This design comes from an exercise in tuning for small area, a short achievable clock period and few clock cycles per item on the open sky130 flow, not from production work.
At most, simulation tests tie the RTL to the original design; equivalence was not proved.

==> module cordi_arch, before the edit <==
module cordi_arch
(
	input [15:0] theta,
	input bgn,
	input clk,
	input rst_b,
	output [15:0] cos,
	output fin
);
reg [15:0] x, y, z;
reg busy, first, last, fin_r;
reg e1, e2, n0, n1, n2;
reg xsub, xsub_n, yneg, yneg_n;
reg [3:0] hsx, lsx;
wire [3:0] ln = (~busy | first) ? 4'b0001 : {lsx[2:0], lsx[3]};
wire [3:0] hn = (~busy | first) ? 4'b0001 : lsx[3] ? {hsx[2:0], hsx[3]} : hsx;
wire neg = z[15];
function [15:0] atan_tab;
	input [3:0] h, l;
	integer k;
	reg [15:0] a;
	begin
		atan_tab = 16'h0000;
		for (k = 3; k < 16; k = k + 1) begin
			a = (k == 3) ? 16'h07f5 : (k == 4) ? 16'h03ff : (16'h4000 >> k);
			if (h[(k - 3) / 4] & l[(k - 3) % 4]) atan_tab = atan_tab | a;
		end
	end
endfunction
wire [15:0] atan = first ? (e1 ? (e2 ? 16'h04ea : 16'h2446) : (e2 ? 16'h4042 : 16'h5f9e)) :
                   atan_tab(hsx, lsx);
function [15:0] ash;
	input [15:0] v;
	input [3:0] h, l;
	reg [15:0] m;
	integer j;
	begin
		for (j = 0; j < 16; j = j + 1)
			m[j] = (h[0] & v[j+3 > 15 ? 15 : j+3]) | (h[1] & v[j+7 > 15 ? 15 : j+7]) |
			       (h[2] & v[j+11 > 15 ? 15 : j+11]) | (h[3] & v[15]);
		for (j = 0; j < 16; j = j + 1)
			ash[j] = (l[0] & m[j]) | (l[1] & m[j+1 > 15 ? 15 : j+1]) |
			         (l[2] & m[j+2 > 15 ? 15 : j+2]) | (l[3] & m[j+3 > 15 ? 15 : j+3]);
	end
endfunction
wire [15:0] ysc = ash(y ^ {{8{~xsub_n}}, {8{xsub}}}, hsx, lsx);
wire [15:0] xsc = ash(x ^ {{8{~yneg_n}}, {8{yneg}}}, hsx, lsx);
wire [16:0] x_sum = {x, 1'b1} + {ysc, xsub};
wire [16:0] y_sum = {y, 1'b1} + {xsc, yneg};
wire [16:0] z_sum = {z, 1'b1} + {atan ^ {16{~neg}}, ~neg};
wire [15:0] x_add = x_sum[16:1];
wire [15:0] y_add = y_sum[16:1];
wire [15:0] z_add = z_sum[16:1];
wire [15:0] z_nxt = busy ? z_add : theta;
wire busy_nxt = busy ? ~last : bgn;
reg [15:0] x3, y3;
always @(*)
	case ({n0, n1, n2})
	3'b000: begin x3 = 16'd1245;  y3 = 16'd16166;   end
	3'b001: begin x3 = 16'd8705;  y3 = 16'd13680;   end
	3'b010: begin x3 = 16'd13680; y3 = 16'd8705;    end
	3'b011: begin x3 = 16'd16166; y3 = 16'd1245;    end
	3'b100: begin x3 = 16'd16168; y3 = -16'sd1244;  end
	3'b101: begin x3 = 16'd13680; y3 = -16'sd8706;  end
	3'b110: begin x3 = 16'd8705;  y3 = -16'sd13680; end
	default: begin x3 = 16'd1243; y3 = -16'sd16166; end
	endcase
function lt15;
	input [14:0] t, c;
	reg eq;
	integer k;
	begin
		lt15 = 1'b0;
		eq = 1'b1;
		for (k = 14; k >= 0; k = k - 1) begin
			lt15 = lt15 | (eq & c[k] & ~t[k]);
			eq = eq & ~(c[k] ^ t[k]);
		end
	end
endfunction
wire [14:0] t = theta[14:0];
wire n1_nxt = theta[15] ? lt15(t, 15'h4dbc) : lt15(t, 15'h3244);
wire n2_a = theta[15] ? lt15(t, 15'h3010) : lt15(t, 15'h1498);
wire n2_b = theta[15] ? lt15(t, 15'h6b68) : lt15(t, 15'h4ff0);
wire n2_nxt = n1_nxt ? n2_a : n2_b;
always @(posedge clk) begin
	x <= first ? x3 : x_add;
	y <= first ? y3 : ((busy & ~last) ? y_add : 16'h0000);
	z <= z_nxt;
	xsub <= ~z_nxt[15] & busy_nxt;
	xsub_n <= z_nxt[15] | ~busy_nxt;
	yneg <= z_nxt[15] & busy_nxt;
	yneg_n <= ~z_nxt[15] | ~busy_nxt;
	e1 <= n1_nxt ^ theta[15];
	e2 <= n2_nxt ^ theta[15];
	n0 <= theta[15];
	n1 <= n1_nxt;
	n2 <= n2_nxt;
	hsx <= hn; lsx <= ln;
	first <= bgn & ~busy;
	last <= busy & hsx[2] & lsx[3];
end
always @(posedge clk or negedge rst_b) begin
	if (!rst_b) begin
		busy <= 1'b0;
		fin_r <= 1'b0;
	end else begin
		busy <= busy_nxt;
		fin_r <= busy & last;
	end
end
assign cos = x;
assign fin = fin_r;
endmodule
clock: 10.0 ns
lec_check: 0
abc_area: 1
cap_margin: 20
core_margin: 2
core_utilization: 40
cts_buf_list: sky130_fd_sc_hd__clkbuf_8
cts_cluster_size: 30
gpl_timing_driven: 0
slew_margin: 20
tns_end_percent: 0
standard.sh (not shown) runs the stock make flow with config.mk's settings and CLKGATE_MAP_FILE= SYNTH_SCRIPT=/design/flow/synth_recipe.tcl, a recipe that flattens the netlist after the stock synthesis.
==> flow/flow/run.sh <==
#!/bin/bash
# Standard ORFS layout, with buf_2 port buffers and repair_timing aiming for a
# larger setup margin (on the worst path only: TNS_END_PERCENT 0 in config.mk).
set -euo pipefail
bash standard.sh "BUFFER_PORTS_ARGS=-buffer_cell sky130_fd_sc_hd__buf_2" SETUP_SLACK_MARGIN=6.9 finish > standard_flow.log 2>&1
Testbench counts at the start, summed over its fixed seeds: cycles 32,768, items 2,048.
Edit:
==> flow/design.v (replaced) <==
module cordi_arch
(
	input [15:0] theta,
	input bgn,
	input clk,
	input rst_b,
	output [15:0] cos,
	output fin
);
reg [15:0] x, y, z;
reg busy, first, last, fin_r;
reg e1, e2;
reg xsub;
reg [3:0] hsx, lsx;
wire [3:0] ln = ~busy ? 4'b0001 : first ? 4'b1000 : {lsx[2:0], lsx[3]};
wire [3:0] hn = ~busy ? 4'b0001 : lsx[3] ? {hsx[2:0], hsx[3]} : hsx;
wire neg = z[15];
function [15:0] atan_tab;
	input [3:0] h, l;
	integer k;
	reg [15:0] a;
	begin
		atan_tab = 16'h0000;
		for (k = 3; k < 16; k = k + 1) begin
			a = (k == 3) ? 16'h07f5 : (k == 4) ? 16'h03ff : (16'h4000 >> k);
			if (h[k / 4] & l[k % 4]) atan_tab = atan_tab | a;
		end
	end
endfunction
wire [15:0] atan = first ? (e1 ? (e2 ? 16'h04ea : 16'h2446) : (e2 ? 16'h4042 : 16'h5f9e)) :
                   atan_tab(hsx, lsx);
function [15:0] ash;
	input [15:0] v;
	input [3:0] h, l;
	reg [15:0] m;
	integer j;
	begin
		for (j = 0; j < 16; j = j + 1)
			m[j] = (h[0] & v[j]) | (h[1] & v[j+4 > 15 ? 15 : j+4]) |
			       (h[2] & v[j+8 > 15 ? 15 : j+8]) | (h[3] & v[j+12 > 15 ? 15 : j+12]);
		for (j = 0; j < 16; j = j + 1)
			ash[j] = (l[0] & m[j]) | (l[1] & m[j+1 > 15 ? 15 : j+1]) |
			         (l[2] & m[j+2 > 15 ? 15 : j+2]) | (l[3] & m[j+3 > 15 ? 15 : j+3]);
	end
endfunction
wire [15:0] ysc = ash(y ^ {16{xsub}}, hsx, lsx);
wire [15:0] xsc = ash(x ^ {16{neg}}, hsx, lsx);
wire [16:0] x_sum = {x, 1'b1} + {ysc, xsub};
wire [16:0] y_sum = {y, 1'b1} + {xsc, neg};
wire [16:0] z_sum = {z, 1'b1} + {atan ^ {16{~neg}}, ~neg};
wire [15:0] x_add = x_sum[16:1];
wire [15:0] y_add = y_sum[16:1];
wire [15:0] z_add = z_sum[16:1];
wire [15:0] z_nxt = busy ? z_add : theta;
wire busy_nxt = busy ? ~last : bgn;
reg [15:0] x3, y3;
always @(*)
	case ({neg, e1 ^ neg, e2 ^ neg})
	3'b000: begin x3 = 16'd1245;  y3 = 16'd16166;   end
	3'b001: begin x3 = 16'd8705;  y3 = 16'd13680;   end
	3'b010: begin x3 = 16'd13680; y3 = 16'd8705;    end
	3'b011: begin x3 = 16'd16166; y3 = 16'd1245;    end
	3'b100: begin x3 = 16'd16168; y3 = -16'sd1244;  end
	3'b101: begin x3 = 16'd13680; y3 = -16'sd8706;  end
	3'b110: begin x3 = 16'd8705;  y3 = -16'sd13680; end
	default: begin x3 = 16'd1243; y3 = -16'sd16166; end
	endcase
function lt15;
	input [14:0] t, c;
	reg eq;
	integer k;
	begin
		lt15 = 1'b0;
		eq = 1'b1;
		for (k = 14; k >= 0; k = k - 1) begin
			lt15 = lt15 | (eq & c[k] & ~t[k]);
			eq = eq & ~(c[k] ^ t[k]);
		end
	end
endfunction
wire [14:0] t = theta[14:0];
wire n1_nxt = theta[15] ? lt15(t, 15'h4dbc) : lt15(t, 15'h3244);
wire n2_a = theta[15] ? lt15(t, 15'h3010) : lt15(t, 15'h1498);
wire n2_b = theta[15] ? lt15(t, 15'h6b68) : lt15(t, 15'h4ff0);
wire n2_nxt = n1_nxt ? n2_a : n2_b;
always @(posedge clk) begin
	x <= first ? x3 : x_add;
	y <= first ? y3 : ((busy & ~last) ? y_add : 16'h0000);
	z <= z_nxt;
	xsub <= ~z_nxt[15] & busy_nxt;
	e1 <= n1_nxt ^ theta[15];
	e2 <= n2_nxt ^ theta[15];
	hsx <= hn; lsx <= ln;
	first <= bgn & ~busy;
	last <= busy & hsx[3] & lsx[2];
end
always @(posedge clk or negedge rst_b) begin
	if (!rst_b) begin
		busy <= 1'b0;
		fin_r <= 1'b0;
	end else begin
		busy <= busy_nxt;
		fin_r <= busy & last;
	end
end
assign cos = x;
assign fin = fin_r;
endmodule
Result: The changed run completed with no timing, DRC or antenna violations; critical path depth came out higher by 18; die area came out higher by 1.8%; worst setup slack gets worse by 0.054 ns; count of clock-buffer cells in the layout does not change; global-route usage came out higher by 1.3 points; non-clock buffer count came out higher by 22; synthesized cell count came out higher by 1.4%; fmax came out lower by 1.7%.
The RTL of the second run of this note was laid out without a check of its function.

[port drivers added, routing unchanged]
How much do the figures lean on ideal ports? The routed layouts below were timed once more, with nothing changed but the port constraints.
Step 1 (the two cells are an assumption about what drives the block):
set clk [get_ports {clk}]
set_driving_cell -lib_cell sky130_fd_sc_hd__clkbuf_16 $clk
set_driving_cell -lib_cell sky130_fd_sc_hd__buf_2 [delete_from_list [all_inputs] $clk]
Step 2, shift: input delay + t, output delay - t, t = (earliest + latest rising clock arrival at the registers) / 2. This alone moves slack from input paths to output paths.
Three values: no drivers, after step 1, after step 2; two values: the first two.
| run | t (ns) | setup slack, ns | worst setup path at the end | worst data-port slew with drivers (ns) | pins driven straight from the clock port |
|---|---|---|---|---|---|
| the first run | 0.427 | 6.956 / 6.911 / 6.757 | input to register | 0.03 | 1 |
| the second run | 0.405 | 6.903 / 6.903 / 6.853 | input to register | 0.03 | 1 |
After both steps every run listed still meets setup and hold. The setup slack of the first run, which loses most, moves by -0.045 ns with the drivers and by -0.199 ns with both steps.
